Background: an optimization exercise with open tools, aiming at small area and a short achievable clock period. Do not read the settings as production practice. Only simulation tests tie the RTL to the original design; equivalence was not proved. Power and IR drop assume default switching activity.

// complex_multiplier
module complex_multiplier
(
	input clk, rst,
	input in_valid,
	input [31:0] x_real, x_imag, y_real, y_imag,
	output out_valid,
	output [31:0] xy_real, xy_imag
);
	reg [8:0] valid_pipe;
	always @(posedge clk) begin
		if (rst)
			valid_pipe <= 9'b0;
		else
			valid_pipe <= {valid_pipe[7:0], in_valid};
	end
	assign out_valid = valid_pipe[8];
	reg [31:0] xr, xi, yr, yi;
	reg xr_h, xi_h, yr_h, yi_h;		 
	reg [12:0] yr_one, yr_two, yi_one, yi_two;
	always @(posedge clk) begin
		xr <= x_real;
		xi <= x_imag;
		yr <= y_real;
		yi <= y_imag;
		xr_h <= |x_real[30:23];
		xi_h <= |x_imag[30:23];
		yr_h <= |y_real[30:23];
		yi_h <= |y_imag[30:23];
		yr_one <= booth_one(y_real);
		yr_two <= booth_two(y_real);
		yi_one <= booth_one(y_imag);
		yi_two <= booth_two(y_imag);
	end
	wire [31:0] rr, ri, ir, ii;
	pipelined_fpu_mul_eff mrr(.clk(clk), .a(xr), .a_h(xr_h), .b(yr), .b_h(yr_h), .b_one(yr_one), .b_two(yr_two), .s(rr));
	pipelined_fpu_mul_eff mri(.clk(clk), .a(xr), .a_h(xr_h), .b(yi), .b_h(yi_h), .b_one(yi_one), .b_two(yi_two), .s(ri));
	pipelined_fpu_mul_eff mir(.clk(clk), .a(xi), .a_h(xi_h), .b(yr), .b_h(yr_h), .b_one(yr_one), .b_two(yr_two), .s(ir));
	pipelined_fpu_mul_eff mii(.clk(clk), .a(xi), .a_h(xi_h), .b(yi), .b_h(yi_h), .b_one(yi_one), .b_two(yi_two), .s(ii));
	fpu_adder realpart(.clk(clk), .a_d(rr), .b_d(ii), .sub(1'b1), .s(xy_real));
	fpu_adder imagpart(.clk(clk), .a_d(ri), .b_d(ir), .sub(1'b0), .s(xy_imag));
	function [25:0] booth_digits;
		input [31:0] f;
		reg [26:0] m;
  ...
Size in the first run: ~1500 flip-flops, about 200 I/O pins, about 0.13 mm2 of cells after synthesis.
export LEC_CHECK = 0
export ABC_AREA = 1
export CAP_MARGIN = 20
export CORE_MARGIN = 2
export CORE_UTILIZATION = 55
export SLEW_MARGIN = 20
create_clock -name core_clock -period 21.0 [get_ports {clk}]
standard.sh (not shown) runs the stock make flow with config.mk's settings and CLKGATE_MAP_FILE= SYNTH_SCRIPT=/design/flow/synth_recipe.tcl, a recipe that flattens the netlist after the stock synthesis.
==> flow/flow/run.sh <==
#!/bin/bash
# Layout flow: the standard layout (standard.sh, unchanged synthesis and
# ORFS steps), except that the buffers ORFS puts on the input and output ports
# at global placement are sky130_fd_sc_hd__buf_4 rather than the buffer it
# picks by default (sky130_fd_sc_hd__clkdlybuf4s50_1, a slow delay cell).
# make's full output goes to standard.log here; each ORFS step keeps its own
# log under orfs/logs/.
set -euo pipefail
bash standard.sh "BUFFER_PORTS_ARGS=-buffer_cell sky130_fd_sc_hd__buf_4" finish > standard.log 2>&1
The starting point finished clean.
Edit:
Settings changed: CORE_UTILIZATION 55 to 70.
The changed run did not get past global routing (GRT-0232).
Area after synthesis stays the same.
Synthesized cell count is unchanged.
Edit:
Settings changed: CORE_UTILIZATION 70 to 62.
The changed run produced a clean layout.
Synthesized cell count does not change.
Synthesized area stays the same.
Edit:
==> flow/flow/run.sh (replaced) <==
#!/bin/bash
# Layout flow: the standard layout (standard.sh: unchanged synthesis and
# ORFS steps, the design's SDC and clock period) with two ORFS settings given
# to make on its command line:
#  - BUFFER_PORTS_ARGS: the buffers ORFS puts on the input and output ports at
#    global placement are sky130_fd_sc_hd__buf_4 rather than the buffer it
#    picks by default (sky130_fd_sc_hd__clkdlybuf4s50_1, a slow delay cell);
#  - SETUP_SLACK_MARGIN: ORFS's repair_timing steps (after CTS and after global
#    routing) aim for 15.65 ns of setup slack instead of 0, so they also size
#    and buffer the slowest register-to-register paths (the clock period and
#    constraints are unchanged).
# make's full output goes to standard.log here; each ORFS step keeps its own
# log under orfs/logs/.
set -euo pipefail
bash standard.sh \
  "BUFFER_PORTS_ARGS=-buffer_cell sky130_fd_sc_hd__buf_4" \
  "SETUP_SLACK_MARGIN=15.65" \
  finish > standard.log 2>&1
Settings changed: CORE_UTILIZATION 62 to 55, CTS_CLUSTER_DIAMETER from default to 200, CTS_CLUSTER_SIZE from default to 18.
Register-to-register slack is worse by 0.11 ns.
Sequential cell count stays the same.
First-iteration DRC count shrinks by 14%.
Worst hold slack is worse by 0.0042 ns.
Final cell count grows by 0.92%.
Clock power shrinks by 41%.
Non-clock buffer count grows by 13.

* * *

## north
Another version of the RTL of complex_multiplier (not shown whole).
Size in the first run: ~200 I/O pins, about 130,000 sq um of cells after synthesis.
Settings: LEC_CHECK=0, ABC_AREA=1, CAP_MARGIN=20, CORE_MARGIN=2, CORE_UTILIZATION=55, CTS_CLUSTER_DIAMETER=200, CTS_CLUSTER_SIZE=18, SLEW_MARGIN=20; clock period 21.0 ns.
==> flow/flow/run.sh <==
#!/bin/bash
# Layout flow: the standard layout (standard.sh: unchanged synthesis and
# ORFS steps, the design's SDC and clock period) with two ORFS settings given
# to make on its command line:
#  - BUFFER_PORTS_ARGS: the buffers ORFS puts on the input and output ports at
#    global placement are sky130_fd_sc_hd__buf_4 rather than the buffer it
#    picks by default (sky130_fd_sc_hd__clkdlybuf4s50_1, a slow delay cell);
#  - SETUP_SLACK_MARGIN: ORFS's repair_timing steps (after CTS and after global
#    routing) aim for 15.65 ns of setup slack instead of 0, so they also size
#    and buffer the slowest register-to-register paths (the clock period and
#    constraints are unchanged).
# make's full output goes to standard.log here; each ORFS step keeps its own
# log under orfs/logs/.
set -euo pipefail
bash standard.sh \
  "BUFFER_PORTS_ARGS=-buffer_cell sky130_fd_sc_hd__buf_4" \
  "SETUP_SLACK_MARGIN=15.65" \
  finish > standard.log 2>&1
## Diff of input files: south against north
Settings: CTS_CLUSTER_SIZE now 16, was 18; CTS_CLUSTER_DIAMETER now 150, was 200.
Findings:
Against north, number of DRC violations after detailed-routing iteration 0 in south rose by a few percent. | sequential share of layout area | south vs north | ≈ equal |. south vs north on fraction of area in multi-input gates: south is the lower one. Between north and south, the area of all placed cells without fillers does not differ in any meaningful way. Looking at south and north, the met3 layer usage reported by global route is a wash.
Input-level comparison between east and south:
Settings: changing CTS_CLUSTER_SIZE from 16 to 18; changing CTS_CLUSTER_DIAMETER from 150 to 200.
==> flow/flow/run.sh <==
#!/bin/bash
# Layout flow: the standard layout (standard.sh, unchanged synthesis and
# ORFS steps), except that the buffers ORFS puts on the input and output ports
# at global placement are sky130_fd_sc_hd__buf_4 rather than the buffer it
# picks by default (sky130_fd_sc_hd__clkdlybuf4s50_1, a slow delay cell).
# make's full output goes to standard.log here; each ORFS step keeps its own
# log under orfs/logs/.
set -euo pipefail
bash standard.sh "BUFFER_PORTS_ARGS=-buffer_cell sky130_fd_sc_hd__buf_4" finish > standard.log 2>&1
--- outcome ---
- The flow did not stop early for east: all stages ran, and the layout cleared the timing, design-rule and antenna checks.
- Going from south to east, number of clock buffers inserted by TritonCTS down about 11%; worst setup slack after layout up 4.8 ps; overall fraction of global-route tracks in use flat.
- Looking at east and south, the fraction of met2 tracks used by global routing is a wash.

[port drivers added, routing unchanged]
Ports are ideal in the flow. The routed layouts listed here were re-timed in OpenROAD. Step 1 (the two cells are an assumption about what drives the block):
set clk [get_ports {clk}]
set_driving_cell -lib_cell sky130_fd_sc_hd__clkbuf_16 $clk
set_driving_cell -lib_cell sky130_fd_sc_hd__buf_2 [delete_from_list [all_inputs] $clk]
Step 2, shift: input delay + t, output delay - t, t = (earliest + latest rising clock arrival at the registers) / 2. This alone moves slack from input paths to output paths. Three values: ideal ports, drivers, drivers and shift; two values: the first two.
run	shift t [ns]	setup WS [ns]	clock arrival spread, ns
the first run of note 1	0.943	15.501 / 15.395 / 15.079	0.063 / 0.062
the third run of note 1	0.931	15.497 / 15.394 / 15.021	0.072 / 0.072
the fourth run of note 1	0.894	15.581 / 15.475 / 14.992	0.056 / 0.056
north	0.891	15.555 / 15.449 / 15.297	0.076 / 0.076
south	0.922	15.537 / 15.432 / 15.337	0.078 / 0.078
east	0.900	15.542 / 15.428 / 15.325	0.074 / 0.074
After both steps every run listed still meets setup and hold. For the fourth run of note 1, which loses most, drivers alone change the setup slack by -0.106 ns; drivers and shift together by -0.589 ns.
